Background: an optimization exercise with open tools, aiming at a short achievable clock period and few clock cycles. Do not read the settings as production practice. Function was checked by simulation only, so behaviour that the tests miss may differ from the original. No driver is modelled on the clock port, so clocking that relies on it looks cheaper here than on a real chip. Power and IR drop assume default switching activity.

// microprocessor
module microprocessor(clk, rst, imem_addr, imem_data, dmem_addr, dmem_data, dbg_sel, dbg_data, done, data_out);
	input clk;
	input rst;
	output [7:0] imem_addr;
	input [31:0] imem_data;
	output [7:0] dmem_addr;
	input [7:0] dmem_data;
	input [4:0] dbg_sel;
	output [7:0] dbg_data;
	output done;
	output [7:0] data_out;
	function [7:0] prefix_carry;
		input [7:0] a;
		input [7:0] b;
		input cin;
		reg [7:0] g, p, g1, p1, g2, p2, g3;
		begin
			g = a & b;
			p = a ^ b;
			g[0] = g[0] | (p[0] & cin);
			g1 = g | ((p & {g[6:0], 1'b0}));
			p1 = p & {p[6:0], 1'b1};
			g2 = g1 | ((p1 & {g1[5:0], 2'b0}));
			p2 = p1 & {p1[5:0], 2'b11};
			g3 = g2 | ((p2 & {g2[3:0], 4'b0}));
			prefix_carry = g3;
		end
	endfunction
	function [7:0] add8;
		input [7:0] a;
		input [7:0] b;
		reg [7:0] c;
		begin
			c = prefix_carry(a, b, 1'b0);
			add8 = (a ^ b) ^ {c[6:0], 1'b0};
		end
	endfunction
	reg [7:0] register_file [31:0];
	reg [7:0] debug_file [31:0];	 
	reg [7:0] pc_inc;	 
	reg [7:0] pc_target;	 
	reg branch_taken;	 
	reg halted;	 
	reg [7:0] alu_out;	 
	reg load_pending;	 
	reg write_any;	 
	reg [31:0] write_pending;	 
	integer i;
	wire [7:0] pc = branch_taken ? pc_target : pc_inc;
	wire stopped = halted || (pc >= 8'h80);
	wire run = !stopped;
	wire [5:0] opcode = imem_data[31:26];
	wire [4:0] rs = imem_data[25:21];
	wire [4:0] rt = imem_data[20:16];
	wire [4:0] rd = imem_data[15:11];
	wire [5:0] function_field = imem_data[5:0];
	wire [7:0] immediate = imem_data[7:0];
	wire [7:0] write_back = load_pending ? dmem_data : alu_out;
	reg [7:0] operand_file [31:0];
	always @(*)
		for (i = 0; i < 32; i = i + 1)
			operand_file[i] = write_pending[i] ? write_back : register_file[i];
	wire is_r = (opcode == 6'h00);
  ...
Size in the first run: about 3200 cells after synthesis, ~570 flip-flops, about 26000 sq um of cells after synthesis.
clock: 10.0 ns
lec_check: 0
cap_margin: 20
core_margin: 2
core_utilization: 40
place_density: 0.6
setup_slack_margin: 5
slew_margin: 20
synth_hierarchical: 1
standard.sh (not shown) runs the stock make flow with config.mk's settings and CLKGATE_MAP_FILE= SYNTH_SCRIPT=/design/flow/synth_recipe.tcl, a recipe that flattens the netlist after the stock synthesis.
==> flow/flow/run.sh <==
#!/bin/bash
# The standard layout (standard.sh) with one addition: after clock tree
# synthesis and after global routing, the cells on the worst setup paths are
# resized greedily (sizing.tcl); placement is legalized and global routing
# updated afterwards. Synthesis, floorplan, power grid, placement, clock tree,
# routing and finishing are the standard flow's.
set -euo pipefail
cd "$(dirname "$0")/.."
W=$(pwd)
export POST_CTS_TCL=$W/flow/post_cts.tcl
export POST_GLOBAL_ROUTE_TCL=$W/flow/post_grt.tcl
export GREEDY_SIZING_TCL=$W/flow/sizing.tcl
bash standard.sh finish > "$W/standard_flow.log" 2>&1
==> flow/flow/post_grt.tcl <==
# After global routing: greedy sizing with global-route parasitics, fix slew
# and capacitance, then legalize, update the global routes and the guides, as
# global_route.tcl does after its own repairs.
source $::env(GREEDY_SIZING_TCL)
estimate_parasitics -global_routing
greedy_sizing 6 40
repair_design_helper
global_route -start_incremental
detailed_placement
global_route -end_incremental -congestion_report_file $::env(REPORTS_DIR)/congestion_post_greedy.rpt
check_placement -verbose
estimate_parasitics -global_routing
report_worst_slack
write_guides $::env(RESULTS_DIR)/route.guide
==> flow/flow/sizing.tcl <==
# Greedy gate sizing: for each cell on the worst setup paths, try every
# equivalent cell (same function, other drive strength) and keep the one that
# gives the best worst setup slack, without making hold or the worst hold
# slack negative. Registers and clock cells are left alone.
proc gs_wslack {} { return [sta::worst_slack_cmd max] }
proc gs_hslack {} { return [sta::worst_slack_cmd min] }

set ::gs_dont_use {}
if { [info exists ::env(DONT_USE_CELLS)] } { set ::gs_dont_use $::env(DONT_USE_CELLS) }
proc gs_allowed { name } {
  foreach pat $::gs_dont_use {
    if { [string match $pat $name] } { return 0 }
  }
  return 1
}

proc gs_path_insts { n } {
  set res {}
  foreach pe [find_timing_paths -path_delay max -group_path_count $n -endpoint_path_count 1 -sort_by_slack] {
    foreach pt [get_property $pe points] {
      set pin [get_property $pt pin]
      if { [get_property $pin is_port] } { continue }
      set pn [get_full_name $pin]
      set name [string range $pn 0 [expr { [string last "/" $pn] - 1 }]]
      if { [lsearch -exact $res $name] < 0 } { lappend res $name }
    }
  }
  return $res
}

proc gs_pass { n } {
  set changed 0
  foreach name [gs_path_insts $n] {
    set inst [get_cells $name]
    set cur [get_property $inst ref_name]
    if { [string match "*df*" $cur] || [string match "*clk*" $cur] } { continue }
    set lc [lindex [get_lib_cells */$cur] 0]
    set eqs [sta::find_equiv_cells $lc]
    if { [llength $eqs] < 2 } { continue }
    set best [gs_wslack]
    set bestc $cur
    foreach e $eqs {
      set en [get_name $e]
      if { $en eq $cur || ![gs_allowed $en] } { continue }
      replace_cell $inst $en
      set s [gs_wslack]
      if { $s > $best + 1e-12 && [gs_hslack] > 0.05e-9 } {
        set best $s
        set bestc $en
      }
    }
    replace_cell $inst $bestc
    if { $bestc ne $cur } { incr changed }
  }
  return $changed
}

proc greedy_sizing { passes n } {
  sta::make_equiv_cells [get_libs *]
  puts "greedy sizing: worst setup slack [gs_wslack] before"
  for { set k 0 } { $k < $passes } { incr k } {
    set c [gs_pass $n]
    puts "greedy sizing: pass $k resized $c, worst setup slack [gs_wslack]"
    if { $c == 0 } { break }
  }
}
Other scripts of this flow, unchanged in this note and not shown: flow/flow/post_cts.tcl
The baseline did not get past 5_1_grt, error EST-0104.
Testbench counts at the start, summed over its fixed seeds: cycles 51,952.
==> next run, changes <==
==> flow/flow/post_grt.tcl (replaced) <==
# After global routing: greedy sizing with global-route parasitics, then
# legalize, update the global routes and the guides, as global_route.tcl does
# after its own repairs.
source $::env(GREEDY_SIZING_TCL)
estimate_parasitics -global_routing
greedy_sizing 6 40
global_route -start_incremental
detailed_placement
global_route -end_incremental -congestion_report_file $::env(REPORTS_DIR)/congestion_post_greedy.rpt
check_placement -verbose
estimate_parasitics -global_routing
report_worst_slack
write_guides $::env(RESULTS_DIR)/route.guide
--- a/flow/flow/sizing.tcl
+++ b/flow/flow/sizing.tcl
@@ -2,7 +2,9 @@
 # equivalent cell (same function, other drive strength) and keep the one that
 # gives the best worst setup slack, without making hold or the worst hold
-# slack negative. Registers and clock cells are left alone.
+# slack negative, and without adding max-slew or max-capacitance violations.
+# Registers and clock cells are left alone.
 proc gs_wslack {} { return [sta::worst_slack_cmd max] }
 proc gs_hslack {} { return [sta::worst_slack_cmd min] }
+proc gs_drv {} { return [expr { [sta::max_slew_violation_count] + [sta::max_capacitance_violation_count] }] }
 
 set ::gs_dont_use {}
@@ -40,4 +42,5 @@
     set best [gs_wslack]
     set bestc $cur
+    set drv [gs_drv]
     foreach e $eqs {
       set en [get_name $e]
@@ -45,5 +48,5 @@
       replace_cell $inst $en
       set s [gs_wslack]
-      if { $s > $best + 1e-12 && [gs_hslack] > 0.05e-9 } {
+      if { $s > $best + 1e-12 && [gs_hslack] > 0.05e-9 && [gs_drv] <= $drv } {
         set best $s
         set bestc $en
After rerunning: The changed run completed without violations; synthesized area is unchanged; synthesized cell count does not change.
==> next run, changes <==
==> flow/flow/post_grt.tcl (replaced) <==
# After global routing: greedy sizing with global-route parasitics, fix slew
# and capacitance, then legalize, update the global routes and the guides, as
# global_route.tcl does after its own repairs.
source $::env(GREEDY_SIZING_TCL)
estimate_parasitics -global_routing
greedy_sizing 6 40
estimate_parasitics -global_routing
repair_design_helper
global_route -start_incremental
detailed_placement
global_route -end_incremental -congestion_report_file $::env(REPORTS_DIR)/congestion_post_greedy.rpt
check_placement -verbose
estimate_parasitics -global_routing
report_worst_slack
write_guides $::env(RESULTS_DIR)/route.guide
--- a/flow/flow/sizing.tcl
+++ b/flow/flow/sizing.tcl
@@ -2,9 +2,7 @@
 # equivalent cell (same function, other drive strength) and keep the one that
 # gives the best worst setup slack, without making hold or the worst hold
-# slack negative, and without adding max-slew or max-capacitance violations.
-# Registers and clock cells are left alone.
+# slack negative. Registers and clock cells are left alone.
 proc gs_wslack {} { return [sta::worst_slack_cmd max] }
 proc gs_hslack {} { return [sta::worst_slack_cmd min] }
-proc gs_drv {} { return [expr { [sta::max_slew_violation_count] + [sta::max_capacitance_violation_count] }] }
 
 set ::gs_dont_use {}
@@ -42,5 +40,4 @@
     set best [gs_wslack]
     set bestc $cur
-    set drv [gs_drv]
     foreach e $eqs {
       set en [get_name $e]
@@ -48,5 +45,5 @@
       replace_cell $inst $en
       set s [gs_wslack]
-      if { $s > $best + 1e-12 && [gs_hslack] > 0.05e-9 && [gs_drv] <= $drv } {
+      if { $s > $best + 1e-12 && [gs_hslack] > 0.05e-9 } {
         set best $s
         set bestc $en
With this change the flow failed in 5_1_grt with EST-0104.
Area after synthesis stays the same.
Synthesized cell count stays the same.
==> next run, changes <==
==> flow/flow/post_grt.tcl (replaced) <==
# After global routing: greedy sizing with global-route parasitics, then fix
# slew and capacitance, legalize, update the global routes and the guides.
source $::env(GREEDY_SIZING_TCL)
global_route -start_incremental
estimate_parasitics -global_routing
greedy_sizing 6 40
repair_design_helper
detailed_placement
global_route -end_incremental -congestion_report_file $::env(REPORTS_DIR)/congestion_post_greedy.rpt
check_placement -verbose
estimate_parasitics -global_routing
report_worst_slack
write_guides $::env(RESULTS_DIR)/route.guide
What happened: The new run never finished: it broke off in 5_1_grt. Synthesized cell count is unchanged. Synthesized area is unchanged.

* * *

The RTL this note starts from:
==> flow/design.v <==
module microprocessor(clk, rst, imem_addr, imem_data, dmem_addr, dmem_data, dbg_sel, dbg_data, done, data_out);
	input clk;
	input rst;
	output [7:0] imem_addr;
	input [31:0] imem_data;
	output [7:0] dmem_addr;
	input [7:0] dmem_data;
	input [4:0] dbg_sel;
	output [7:0] dbg_data;
	output done;
	output [7:0] data_out;
	function [7:0] prefix_carry;
		input [7:0] a;
		input [7:0] b;
		input cin;
		reg [7:0] g, p, g1, p1, g2, p2, g3;
		begin
			g = a & b;
			p = a ^ b;
			g[0] = g[0] | (p[0] & cin);
			g1 = g | ((p & {g[6:0], 1'b0}));
			p1 = p & {p[6:0], 1'b1};
			g2 = g1 | ((p1 & {g1[5:0], 2'b0}));
			p2 = p1 & {p1[5:0], 2'b11};
			g3 = g2 | ((p2 & {g2[3:0], 4'b0}));
			prefix_carry = g3;
		end
	endfunction
	function [7:0] add8;
		input [7:0] a;
		input [7:0] b;
		reg [7:0] c;
		begin
			c = prefix_carry(a, b, 1'b0);
			add8 = (a ^ b) ^ {c[6:0], 1'b0};
		end
	endfunction
	reg [7:0] register_file [31:0];
	reg [7:0] debug_file [31:0];	 
	reg [7:0] pc_inc;	 
	reg [7:0] pc_target;	 
	reg branch_taken;	 
	reg halted;	 
	reg [7:0] alu_out;	 
	reg load_pending;	 
	reg write_any;	 
	reg [31:0] write_pending;	 
	integer i;
	wire [7:0] pc = branch_taken ? pc_target : pc_inc;
	wire stopped = halted || (pc >= 8'h80);
	wire run = !stopped;
	wire [5:0] opcode = imem_data[31:26];
	wire [4:0] rs = imem_data[25:21];
	wire [4:0] rt = imem_data[20:16];
	wire [4:0] rd = imem_data[15:11];
	wire [5:0] function_field = imem_data[5:0];
	wire [7:0] immediate = imem_data[7:0];
	wire [7:0] write_back = load_pending ? dmem_data : alu_out;
	reg [7:0] operand_file [31:0];
	always @(*)
		for (i = 0; i < 32; i = i + 1)
			operand_file[i] = write_pending[i] ? write_back : register_file[i];
	wire is_r = (opcode == 6'h00);
	wire is_addu = is_r && (function_field == 6'h21);
	wire is_slt = is_r && (function_field == 6'h2a);
	wire is_addiu = (opcode == 6'h09);
	wire is_lw = (opcode == 6'h23);
	wire is_beq = (opcode == 6'h04);
	wire is_bne = (opcode == 6'h05);
	wire use_imm = is_addiu || is_lw;
	wire [7:0] register_operand_1 = operand_file[rs];
	wire [7:0] register_operand_2 = use_imm ? immediate : operand_file[rt];
	wire [7:0] sum = add8(register_operand_1, register_operand_2);
	wire [7:0] cmp_carry = prefix_carry({1'b0, register_operand_1[6:0]}, {1'b0, ~register_operand_2[6:0]}, 1'b1);
	wire low_ge = cmp_carry[6];
	wire less = (register_operand_1[7] != register_operand_2[7]) ? register_operand_1[7] : !low_ge;
	wire equal = (register_operand_1 == register_operand_2);
	wire taken = (is_beq && equal) || (is_bne && !equal);
	wire write_en = is_addu || is_slt || is_addiu || is_lw;
	wire [4:0] write_reg = is_r ? rd : rt;
	assign imem_addr = pc;
	assign dmem_addr = alu_out;
	wire [255:0] debug_bits;
	genvar g;
	generate
		for (g = 0; g < 32; g = g + 1) begin : debug_flat
			assign debug_bits[8*g+7:8*g] = debug_file[g];
		end
	endgenerate
	register_select debug_read(.sel(dbg_sel), .regs(debug_bits), .value(dbg_data));
	assign data_out = debug_file[8'h04];
	assign done = stopped && !write_any;
	always @(posedge clk) begin
		if (rst) begin
			pc_inc <= 8'd0;
			pc_target <= 8'd0;
			branch_taken <= 1'b0;
			halted <= 1'b0;
			write_any <= 1'b0;
			write_pending <= 32'd0;
			for (i = 0; i < 32; i = i + 1) begin
				register_file[i] <= 8'd0;
				debug_file[i] <= 8'd0;
			end
		end
		else begin
			for (i = 0; i < 32; i = i + 1)
				if (write_pending[i]) begin
					register_file[i] <= write_back;
					debug_file[i] <= write_back;
				end
			for (i = 0; i < 32; i = i + 1)
				write_pending[i] <= run && write_en && write_reg == i;
			write_any <= run && write_en;
			pc_inc <= pc + 8'd1;
			pc_target <= add8(pc, immediate);
			branch_taken <= taken;
			halted <= stopped;
		end
	end
	always @(posedge clk) begin
		alu_out <= is_slt ? {7'd0, less} : sum;
		load_pending <= is_lw;
	end
endmodule
module register_select(sel, regs, value);
	input [4:0] sel;
	input [255:0] regs;
	output [7:0] value;
	wire [3:0] lo = 4'b1 << sel[1:0];
	wire [7:0] hi = 8'b1 << sel[4:2];
	reg [7:0] grp [7:0];
	reg [7:0] acc;
	integer i, j;
	always @(*) begin
		for (j = 0; j < 8; j = j + 1) begin
			grp[j] = 8'd0;
			for (i = 0; i < 4; i = i + 1)
				grp[j] = grp[j] | (regs[8*(4*j+i) +: 8] & {8{lo[i]}});
		end
		acc = 8'd0;
		for (j = 0; j < 8; j = j + 1)
			acc = acc | (grp[j] & {8{hi[j]}});
	end
	assign value = acc;
endmodule
make LEC_CHECK=0 CAP_MARGIN=20 CORE_MARGIN=2 CORE_UTILIZATION=60 PLACE_DENSITY=0.75 SETUP_SLACK_MARGIN=5 SLEW_MARGIN=20 SYNTH_HIERARCHICAL=1 finish   # period 10.0 ns
run.sh (not shown) runs the stock make flow with config.mk's settings and CLKGATE_MAP_FILE= SYNTH_SCRIPT=/design/flow/synth_recipe.tcl, a recipe that flattens the netlist after the stock synthesis.
Stock flow here: none of the scripts above is used.
The first run produced a clean layout.
Testbench counts at the start, summed over its fixed seeds: cycles 51,952.
Change:
==> flow/flow/run.sh (new file) <==
#!/bin/bash
# The standard layout (standard.sh) with stronger timing-driven net weights in
# global placement, so that the cells of the most critical paths are pulled
# closer together. Everything else is the standard flow.
set -euo pipefail
cd "$(dirname "$0")/.."
W=$(pwd)
export GLOBAL_PLACEMENT_ARGS="-timing_driven_net_weight_max 6 -timing_driven_nets_percentage 4"
bash standard.sh finish > "$W/standard_flow.log" 2>&1
==> flow/standard.sh (new file) <==
#!/bin/bash
# synth_recipe.tcl (not shown) runs the flow's synth.tcl, then flattens the netlist and writes it again
# the make line also repeats each setting of config.mk as NAME=value (left out here)
make -C /OpenROAD-flow-scripts/flow DESIGN_CONFIG=/design/flow/config.mk WORK_HOME=/design/flow/orfs CLKGATE_MAP_FILE= SYNTH_SCRIPT=/design/flow/synth_recipe.tcl "${@:-finish}"
Settings changed: CORE_UTILIZATION 60 to 40, PLACE_DENSITY 0.75 to 0.6.
removed: flow/run.sh
Result:
- The new run passed the timing, DRC and antenna checks
- worst setup slack gains 1.1 ns
- via count fell by about a fifth
- count of clock-buffer cells in the layout rose by 3
- final cell count rose by a few percent
- hold slack loses 0.0052 ns
- routed wire length fell by roughly a tenth
- core utilization fell by 25 points
- synthesized cell count stays the same
- register-to-register slack loses 0.06 ns
Change:
==> flow/run.sh (new file) <==
#!/bin/bash
# synth_recipe.tcl (not shown) runs the flow's synth.tcl, then flattens the netlist and writes it again
# the make line also repeats each setting of config.mk as NAME=value (left out here)
make -C /OpenROAD-flow-scripts/flow DESIGN_CONFIG=/design/flow/config.mk WORK_HOME=/design/flow/orfs CLKGATE_MAP_FILE= SYNTH_SCRIPT=/design/flow/synth_recipe.tcl finish
Settings changed: CORE_UTILIZATION 40 to 50, PLACE_DENSITY 0.6 to 0.68.
removed: flow/flow/run.sh
removed: flow/standard.sh
Effect: The new run completed without violations; cell count came out lower by 5.0%; wire length falls by 3.0%; core utilization went up by 10 points.
Change:
Settings changed: CORE_UTILIZATION 50 to 40, PLACE_DENSITY 0.68 to 0.6.
Result: Clock skew falls by 0.014 ns; via count barely changes; worst setup slack is worse by 0.019 ns; total power is about the same; final area goes up by 2.5%; count of clock-buffer cells in the layout is higher by 5; cell count went up by 4.8%.

afterwards: timing with drivers on the ports:
In the flow no input, the clock included, has a driving cell. The finished layouts below were timed again as built, in two steps.
Step 1: set_driving_cell puts a clkbuf_16 on clk and a buf_2 on each other input, an assumption about the parent block.
Step 2 moves the port delays by t, midway between the first and last clock arrival at a register: inputs arrive t later, outputs are due t later. That takes back most of the time a late clock gives input paths.
Slacks: ideal / step 1 / step 2; pairs: ideal / step 1.
run | shift t [ns] | setup slack, ns | worst setup path after step 2 | worst slew at a driven data input, ns
the second run of note 1 | 0.712 | 4.105 / 3.823 / 3.823 | input to output | 0.30
the first run of note 2 | 0.719 | 3.496 / 3.243 / 3.243 | input to output | 0.26
the second run of note 2 | 0.674 | 4.554 / 4.285 / 4.285 | input to output | 0.29
the third run of note 2 | 0.708 | 4.543 / 4.287 / 4.287 | input to output | 0.29
the fourth run of note 2 | 0.708 | 4.524 / 4.269 / 4.269 | input to output | 0.27
After both steps setup and hold are still met in every run listed. The setup slack of the second run of note 1, which loses most, moves by -0.282 ns with the drivers and by -0.282 ns with both steps.
